From an optimization exercise on the open Yosys and OpenROAD flow, aimed at small area, a short achievable clock period and few clock cycles per item; shortcuts taken in it are not production practice. At most, simulation tests tie the RTL to the original design; equivalence was not proved. The RTL of run 2 was laid out without a check of its function.

--- flow/config.mk ---
export PLATFORM = sky130hd
export DESIGN_NAME = GcdCalculator64bit
export DESIGN_NICKNAME = GcdCalculator64bit
export VERILOG_FILES = /design/flow/design.v
export SDC_FILE = /design/flow/constraint.sdc
export NUM_CORES = 4
export LEC_CHECK = 0
export CAP_MARGIN = 20
export CORE_MARGIN = 2
export CORE_UTILIZATION = 40
export SLEW_MARGIN = 20
--- flow/constraint.sdc ---
create_clock -name core_clock -period 6.0 [get_ports {clock}]
set_input_delay 1.2000 -clock core_clock [delete_from_list [all_inputs] [get_ports {clock}]]
set_output_delay 1.2000 -clock core_clock [all_outputs]
set_load 0.01 [all_outputs]
--- flow/design.v ---
module GcdCalculator64bit(
    input logic clock,
    input logic reset,
    input logic csr_read,
    input logic csr_write,
    input logic [2:0] csr_address,
    output logic [31:0] csr_readdata,
    input logic [31:0] csr_writedata
);
    logic [31:0] sReg;
    logic [63:0] aReg, bReg;
    always_ff @(posedge clock)
    begin
        if (reset) begin
            sReg <= 1'b0;
            aReg <= 64'b0;
            bReg <= 64'b0;
        end
        else begin
            if (sReg) begin
                if (aReg == bReg) sReg <= 1'b0;
                else if (bReg == 64'b0) bReg <= aReg;
                else if (aReg == 64'b0) aReg <= bReg;
                else if (aReg > bReg) aReg <= aReg - bReg;
                else if (bReg > aReg) bReg <= bReg - aReg;
                else sReg <= 1'b0;
            end
           else if (csr_write) begin
                case(csr_address)
                    3'b001: aReg[31:0] <= csr_writedata;
                    3'b010: aReg[63:32] <= csr_writedata;
                    3'b011: bReg[31:0] <= csr_writedata;
                    3'b100: begin
                        bReg[63:32] <= csr_writedata;
                        sReg <= 1'b1; 
                    end
                endcase
            end
            if (csr_read) begin
                case(csr_address)
                    3'b000: csr_readdata <= sReg;
                    3'b001: csr_readdata <= aReg[31:0];
                    3'b010: csr_readdata <= aReg[63:32];
                    3'b011: csr_readdata <= bReg[31:0];
                    3'b100: csr_readdata <= bReg[63:32];
                endcase
            end
        end
    end
endmodule
--- flow/run.sh ---
#!/bin/bash
# synth_recipe.tcl (not shown) runs the flow's synth.tcl, then flattens the netlist and writes it again
# the make line also repeats each setting of config.mk as NAME=value (left out here)
make -C /OpenROAD-flow-scripts/flow DESIGN_CONFIG=/design/flow/config.mk WORK_HOME=/design/flow/orfs CLKGATE_MAP_FILE= SYNTH_SCRIPT=/design/flow/synth_recipe.tcl finish
==> results.sh, run 1 <==
export IMPL_status="complete, no violations"
export IMPL_final_nets=2412
export IMPL_crit_type="reg -> reg"
export IMPL_dr_total_vias=18810
export IMPL_min_from="bReg[32]"
export IMPL_drc=0
export IMPL_worstReg2RegEnd="aReg[9]"
export IMPL_die_w_um=206.9
export IMPL_cts_sinks=161
export IMPL_end_kind="flip-flop"
export IMPL_cts_tree="built"
export IMPL_initial_core_util=0.4044
export IMPL_io_pins=71
export IMPL_worstSetupStartpointType="flip-flop"
export IMPL_cap_violations=0
export IMPL_slowest_stage="a21oi_4"
export IMPL_die_h_um=206.9
export IMPL_hold_end="bReg[32]"
export IMPL_setup_viol=0
export IMPL_routedWlPerCell_um=30.31
export IMPL_crit_fanout=34
export IMPL_rows=74
export IMPL_min_period_ns=4.842
export IMPL_synth_top_area_share=0.1568
export IMPL_rsz0062_at_grt="false"
export IMPL_holdWs_ns=0.5136
export IMPL_worst_slew_pin_slew_ns=1.238
export IMPL_layout_drive_gt1_share=0.05408
export IMPL_grt_pass1_vias=17280
export IMPL_cp_top_family="simple AND/OR/NAND/NOR gates"
export IMPL_cts_buffers=17
export IMPL_crit_path_max_incr_delay_ns=0.79
export IMPL_dp_hpwl_um=64500
export IMPL_setup_tns_ns=0
export IMPL_design_area_um2=18120
export IMPL_clock_tree_htree_level_count=4
export IMPL_crit_required_ns=6.35
export IMPL_grt_max_degree=110
export IMPL_coreArea_um2=40740
export IMPL_crit_buf_inv=2
export IMPL_area_growth_pct=10.01
export IMPL_reg2reg_depth=14
export IMPL_syn_area_um2=16470
export IMPL_max_freq_mhz=206.5
export IMPL_synth_fp_nets=2440
export IMPL_grt_use_total=0.3921
export IMPL_port_buffers=70
export IMPL_path_clk_slew_ns=0.08
export IMPL_worstReg2RegStart="aReg[55]"
export IMPL_fill_cells=4262
export IMPL_drt_wl_total_um=84500
export IMPL_diodes=0
export IMPL_synth_area_leaders="dfxtp_1 (16%), ha_1 (9.7%), a21oi_1 (9.6%)"
export IMPL_clk_latency_ns=0.49
export IMPL_dieArea_um2=42830
export IMPL_antenna_found_initial=2
export IMPL_crit_chain="inv_1 > ha_1 > nand4_1 > or3_1 > or3_1 > nor4_2 > nand2b_1 > nor2_1 > and2_4 > a21oi_4 > buf_4 > a211oi_1 > a21oi_1 > nor2_1"
export IMPL_async_flop_share=0
export IMPL_regArea_um2=3547
export IMPL_hold_violations=0
export IMPL_synth_cell_types=93
export IMPL_yosysTopAreaCell="dfxtp_1"
export IMPL_synth_most_common_cell="a21oi_1"
export IMPL_yosysSeqAreaShare=0.2151
export IMPL_cts_resized=0
export IMPL_placed_area_um2=17510
export IMPL_crit_arrival_ns=5.19
export IMPL_multi_input_area_um2=11710
export IMPL_hold_buffers=0
export IMPL_cts_setup_buffers=0
export IMPL_maxSlewViolCount=0
export IMPL_synthTopCellsByCount="a21oi_1 (316), nor2_1 (216), nand2_1 (207), inv_1 (152), dfxtp_1 (129)"
export IMPL_ys_ff_latch=161
export IMPL_grt_overflow_total=0
export IMPL_syn_inst=2271
export IMPL_regToRegSetupSlack_ns=1.16
export IMPL_finalCritPeriodShare=0.8070
export IMPL_ant_nets=0
export IMPL_synth_ff_type="dfxtp_1"
export IMPL_finClkSkew_ns=0.01787
export IMPL_hp_class="reg -> reg"
export IMPL_place_congestion=1.039
export IMPL_drt_initial_drc_count=2361
export IMPL_clk_path_buf_depth=2
export IMPL_grt_pass1_wl_um=120800
export IMPL_firstDrtPassIters=6
export IMPL_viasPerCell=6.747
export IMPL_synth_edff_count=32
export IMPL_holdPathStages=2
export IMPL_synth_warnings=1
export IMPL_syn_area_per_cell_um2=7.254
export IMPL_cts_root_buf="clkbuf_16"
export IMPL_max_slew_margin=0.1724
## registers in the layout (all words and copies together), names as in the netlist
signal	count
aReg	64
bReg	64
csr_readdata	32
sReg	1
## cell usage in the layout (no fill, tap or decap), types with 32 or more instances in the layout
cell	netlist	routed
nand2_1	207	207
inv_1	152	152
a21oi_1	316	316
a221o_1	32	32
a22o_1	36	36
nor3_1	32	32
dfxtp_1	129	128
a21o_1	41	41
o211ai_1	33	33
xor2_1	38	38
ha_1	128	128
nor2_1	216	215
xnor2_1	64	64
a211oi_1	68	68
o21ai_0	128	128
buf_4	9	40
clkdlybuf4s50_1	0	69
nand4_1	38	38
edfxtp_1	32	32
nor4_1	48	46
## layer usage
layer | up-vias | wire length, µm | global-route usage
met3 | 244 | 9743 | 0.08713
met4 | 4 | 4735 | 0.2052
met2 | 1282 | 36490 | 0.5990
li1 | 8249 | - | -
met5 | - | 23 | 0
met1 | 9033 | 33500 | 0.5158
## worst reg2reg max path: cells and delay by family, from the launching register on
family	cells	cell delay [ns]
adders and majority gates	1	0.55
and+or+nand+nor	8	1.92
buffers and inverters	2	0.58
DFF	1	0.61
AOI/OAI and AO/OA	3	1.03
## cell families (layout without fill, tap and decap cells)
| family | count (synthesis) | after routing | synth area share |
|---|---|---|---|
| XOR/XNOR | 102 | 102 | 0.05423 |
| AND/OR/NAND/NOR | 672 | 672 | 0.1909 |
| adder cells (fa/ha/maj) | 130 | 130 | 0.09964 |
| flip-flops | 161 | 161 | 0.2151 |
| buffers and inverters | 309 | 294 | 0.07587 |
| AO/OA/AOI/OAI | 879 | 879 | 0.3532 |
| multiplexers | 18 | 18 | 0.01101 |
## layout make-up
cell class                      instances  area share
Timing Repair Buffer                  110     0.05578
Inverter                              152     0.03148
Tap cell                              532     0.03673
Clock buffer                           18     0.02423
Sequential cell                       161      0.1957
Multi-Input combinational cell       1801      0.6463
Clock inverter                         14    0.009734
## stage by stage
stage	setup WS, ns	cells	util
final	1.158	2788	0.4449
after global routing	0.9493	2788	0.4449
after CTS	1.312	2788	0.4449
after detailed placement	1.286	2756	0.4298
after global placement	1.328	2756	0.4298
after floorplan	2.696	2271	-
## worst max-delay path by stage
stage,startpoint,end,cells after the start
floorplan,aReg[3],aReg[54],14
global route,aReg[39],aReg[9],14
detailed placement,aReg[55],aReg[0],13
CTS,aReg[55],aReg[9],14
finish,aReg[55],aReg[9],14
global placement,aReg[13],bReg[59],14
Testbench counts, summed over its fixed seeds: cycles 298,655, items 1,600.
==> run 2: changes to the inputs <==
==> flow/design.v (replaced) <==
module GcdCalculator64bit(
    input logic clock,
    input logic reset,
    input logic csr_read,
    input logic csr_write,
    input logic [2:0] csr_address,
    output logic [31:0] csr_readdata,
    input logic [31:0] csr_writedata
);
    logic [63:0] aReg, bReg;
    logic        busy;
    logic [5:0]  k;
    logic [2:0]  raddr;
    function automatic logic [63:0] rsh(input logic [63:0] x, input logic [1:0] s);
        case (s)
            2'd0: rsh = {1'b0, x[63:1]};
            2'd1: rsh = {2'b0, x[63:2]};
            2'd2: rsh = {3'b0, x[63:3]};
            default: rsh = {4'b0, x[63:4]};
        endcase
    endfunction
    function automatic logic [1:0] tz(input logic [3:1] l);
        if (l[1]) tz = 2'd0;
        else if (l[2]) tz = 2'd1;
        else if (l[3]) tz = 2'd2;
        else tz = 2'd3;
    endfunction
    logic [63:0] p, g, gp, pp;
    always_comb begin
        logic [63:0] gn, pn;
        p = ~(aReg ^ bReg);
        g = aReg & ~bReg;
        gp = g;
        pp = p;
        for (int l = 0; l < 6; l++) begin
            gn = gp;
            pn = pp;
            for (int i = 0; i < 64; i++) begin
                if ((i >> l) & 1) begin
                    gn[i] = gp[i] | (pp[i] & gp[((i >> l) << l) - 1]);
                    pn[i] = pp[i] & pp[((i >> l) << l) - 1];
                end
            end
            gp = gn;
            pp = pn;
        end
    end
    logic [63:0] c1, c0, dab, dba;
    assign c1 = {gp[62:0] | pp[62:0], 1'b1};
    assign c0 = {gp[62:0], 1'b0};
    assign dab = p ^ c1;
    assign dba = ~(p ^ c0);
    logic eq, za, zb, ae, be, altb;
    assign eq   = pp[63];
    assign altb = ~(gp[63] | pp[63]);
    assign za   = aReg == 64'b0;
    assign zb   = bReg == 64'b0;
    assign ae   = ~aReg[0];
    assign be   = ~bReg[0];
    logic [63:0] x;
    logic [1:0]  sx;
    always_comb begin
        if (ae && be) begin
            x = bReg;
            sx = 2'd0;
        end else if (ae) begin
            x = aReg;
            sx = tz(aReg[3:1]);
        end else if (be) begin
            x = bReg;
            sx = tz(bReg[3:1]);
        end else begin
            x = altb ? dba : dab;
            sx = tz(dab[3:1]);
        end
    end
    logic run;
    assign run = busy & ~(eq & (k == 6'd0));
    always_ff @(posedge clock) begin
        if (reset) begin
            busy <= 1'b0;
            aReg <= 64'b0;
            bReg <= 64'b0;
            k    <= 6'b0;
        end else if (run) begin
            if (eq) begin
                aReg <= {aReg[62:0], 1'b0};
                bReg <= {bReg[62:0], 1'b0};
                k    <= k - 6'd1;
            end else if (zb) bReg <= aReg;
            else if (za) aReg <= bReg;
            else begin
                if (ae && be) begin
                    aReg <= {1'b0, aReg[63:1]};
                    k    <= k + 6'd1;
                end else if (ae || (!be && !altb)) aReg <= bReg;
                bReg <= rsh(x, sx);
            end
        end else begin
            busy <= 1'b0;
            if (csr_write) begin
                case (csr_address)
                    3'd1: aReg[31:0]  <= csr_writedata;
                    3'd2: aReg[63:32] <= csr_writedata;
                    3'd3: bReg[31:0]  <= csr_writedata;
                    3'd4: begin
                        bReg[63:32] <= csr_writedata;
                        busy <= 1'b1;
                    end
                    default: ;
                endcase
            end
        end
    end
    always_ff @(posedge clock) begin
        if (csr_read) raddr <= csr_address;
    end
    always_comb begin
        case (raddr)
            3'd1: csr_readdata = aReg[31:0];
            3'd2: csr_readdata = aReg[63:32];
            3'd3: csr_readdata = bReg[31:0];
            3'd4: csr_readdata = bReg[63:32];
            default: csr_readdata = {31'b0, run};
        endcase
    end
endmodule
--- a/flow/config.mk
+++ b/flow/config.mk
@@ -5,6 +5,7 @@
 export SDC_FILE = /design/flow/constraint.sdc
 export NUM_CORES = 4
 export LEC_CHECK = 0
+export ABC_AREA = 1
 export CAP_MARGIN = 20
 export CORE_MARGIN = 2
 export CORE_UTILIZATION = 40
==> run 2 against run 1 <==
Net effect:
- still clean
- worst hold slack got worse by 0.019 ns
- count of clock-buffer cells in the layout rose by 2
- sequential share of layout area fell by 6.0 points
- largest cell class unchanged
- highest routed layer unchanged
==> results.sh, run 2 <==
export IMPL_clock_tree_htree_level_count=4
export IMPL_port_buffers=70
export IMPL_crit_fanout=39
export IMPL_synth_area_leaders="nand2_1 (22%), dfxtp_1 (14%), a21oi_1 (10%)"
export IMPL_crit_arrival_ns=6.11
export IMPL_cts_setup_buffers=0
export IMPL_drt_initial_drc_count=3649
export IMPL_worst_slew_pin_slew_ns=1.125
export IMPL_cp_common_cell="nand2_1"
export IMPL_final_nets=3479
export IMPL_rsz0062_at_grt="false"
export IMPL_worstSetupEndpoint="aReg[16]"
export IMPL_synth_edff_count=3
export IMPL_worstSetupStartpointType="flip-flop"
export IMPL_setup_viol=0
export IMPL_top_regs="aReg (64), bReg (64), k (6)"
export IMPL_drt_wl_total_um=91010
export IMPL_synth_top_area_share=0.2174
export IMPL_die_h_um=220.8
export IMPL_crit_path_max_incr_delay_ns=0.69
export IMPL_setup_worst_path_start="bReg[16]"
export IMPL_dieArea_um2=48750
export IMPL_layout_drive_gt1_share=0.05067
export IMPL_dr_total_vias=24430
export IMPL_slowest_stage="inv_2"
export IMPL_fin_util=0.4433
export IMPL_final_common_cell="nand2_1"
export IMPL_drc=0
export IMPL_grt_pass1_wl_um=136800
export IMPL_finalCritPeriodShare=0.9631
export IMPL_synthTopCellsByCount="nand2_1 (1089), a21oi_1 (393), inv_1 (375), nand3_1 (315), o21ai_0 (200)"
export IMPL_grt_use_total=0.3582
export IMPL_max_slew_margin=0.2492
export IMPL_crit_required_ns=6.34
export IMPL_yosysSeqAreaShare=0.1485
export IMPL_clk_path_buf_depth=2
export IMPL_hold_violations=0
export IMPL_syn_area_um2=18800
export IMPL_area_growth_pct=9.523
export IMPL_cap_violations=0
export IMPL_ys_ff_latch=138
export IMPL_synth_most_common_cell="nand2_1"
export IMPL_initial_core_util=0.4047
export IMPL_worstReg2RegEnd="aReg[16]"
export IMPL_coreArea_um2=46460
export IMPL_grt_overflow_total=0
export IMPL_crit_chain="inv_1 > ha_1 > nand2_1 > nor2_4 > nand2_1 > nor2_2 > nand2_2 > clkinv_2 > nand3_1 > inv_2 > nand4_1 > nand2_2 > inv_2 > buf_4 > nand2_2 > inv_2 > o2111ai_2 > o21ai_2 > a21oi_4 > buf_4 > nand2_1 > nand2_1 > a21oi_1"
export IMPL_grt_pass1_vias=21850
export IMPL_hp_class="reg -> reg"
export IMPL_viasPerCell=6.134
export IMPL_clk_latency_ns=0.48
export IMPL_cts_buffers=17
export IMPL_place_congestion=1.025
export IMPL_synth_fp_nets=3522
export IMPL_rows=79
export IMPL_design_area_um2=20590
export IMPL_yosysTopAreaCell="nand2_1"
export IMPL_placed_area_um2=19980
export IMPL_grt_max_degree=81
export IMPL_dp_hpwl_um=64350
export IMPL_ant_nets=0
export IMPL_min_period_ns=5.779
export IMPL_regToRegSetupSlack_ns=0.22
export IMPL_path_clk_slew_ns=0.07
export IMPL_cts_root_buf="clkbuf_16"
export IMPL_routedWlPerCell_um=22.85
export IMPL_setup_tns_ns=0
export IMPL_most_common_layout_cells="nand2_1 (1086), a21oi_1 (392), inv_1 (370)"
export IMPL_finClkSkew_ns=0.01488
export IMPL_end_kind="flip-flop"
export IMPL_antenna_found_initial=2
export IMPL_synth_cell_types=52
export IMPL_cts_sinks=138
export IMPL_max_freq_mhz=173.1
export IMPL_synth_warnings=1
export IMPL_io_pins=71
export IMPL_maxSlewViolCount=0
export IMPL_worstReg2RegStart="bReg[16]"
export IMPL_cts_tree="built"
export IMPL_async_flop_share=0
export IMPL_status="complete, no violations"
export IMPL_holdPathStages=2
export IMPL_crit_type="reg -> reg"
export IMPL_die_w_um=220.8
export IMPL_syn_inst=3406
export IMPL_firstDrtPassIters=9
export IMPL_synth_ff_type="dfxtp_1"
export IMPL_holdWs_ns=0.4942
export IMPL_reg2reg_depth=23
export IMPL_syn_area_per_cell_um2=5.520
-- run 2: per-layer routing --
layer,vias up,track usage,share of wire
met1,11030,0.4737,0.39
met4,4,0.1966,0.058
met5,-,0,0.00026
li1,11360,-,-
met2,1744,0.5181,0.41
met3,298,0.1063,0.14
-- run 2: worst min path at each step --
stage          from    to
6_report       k[5]  k[5]
5_1_grt        k[5]  k[5]
4_1_cts        k[5]  k[5]
3_5_place_dp   k[5]  k[5]
3_3_place_gp   k[5]  k[5]
2_1_floorplan  k[5]  k[5]
-- run 2: critical path: cells and delay by family, from the launching register on --
family	cells	cell delay (ns)
AO/OA/AOI/OAI	4	0.80
adder cells (fa/ha/maj)	1	0.36
buffers and inverters	7	2.00
flip-flops	1	0.43
AND/OR/NAND/NOR	11	1.96
-- run 2: repair_timing --
item	CTS	global route
resized for setup	0	4
setup endpoints to repair	0	23
hold buffers	0	0
-- run 2: layout make-up --
| class | count | area [µm²] |
|---|---|---|
| Inverter | 390 | 1473 |
| Clock inverter | 11 | 145.1 |
| Tap cell | 607 | 759.5 |
| Multi-Input combinational cell | 2672 | 13690 |
| Sequential cell | 138 | 2794 |
| Fill cell | 5112 | 25860 |
| Clock buffer | 20 | 456.7 |
| Antenna cell | 1 | 2.502 |
| Timing Repair Buffer | 144 | 1276 |
-- run 2: kinds of logic after synthesis --
logic type,after synthesis,synth area share
compound gates,883,0.2732
fa+ha+maj,77,0.05404
simple gates,1656,0.3711
buf+inv,596,0.1271
xor+xnor,56,0.02609
flops,138,0.1485
-- run 2: stage by stage --
stage / cells / worst slack [ns]
global placement: 3951 / 0.2170
detailed placement: 3951 / 0.2274
CTS: 3982 / 0.1852
floorplan: 3406 / 1.956
global route: 3982 / 0.01091
finish: 3983 / 0.2214

-- static timing again, ports no longer ideal --
In the flow no input, the clock included, has a driving cell. The finished layouts below were timed again as built, in two steps.
Step 1 sets driving cells, clkbuf_16 on the clock port and buf_2 on the other inputs (assumed; they add their load-dependent delay and slew).
Step 2 times the ports against the registers' clock, not the clock port: input delays grow and output delays shrink by t, the midpoint of the rising clock arrivals with the driver on.
Three values: ideal, step 1, step 2; two values: the first two.
run	shift t [ns]	slack for setup (ns)	worst slew at a driven data input, ns
run 1	0.542	1.158 / 1.158 / 1.158	0.07
run 2	0.528	0.221 / 0.221 / 0.221	0.06
After both steps setup and hold are still met in every run listed.
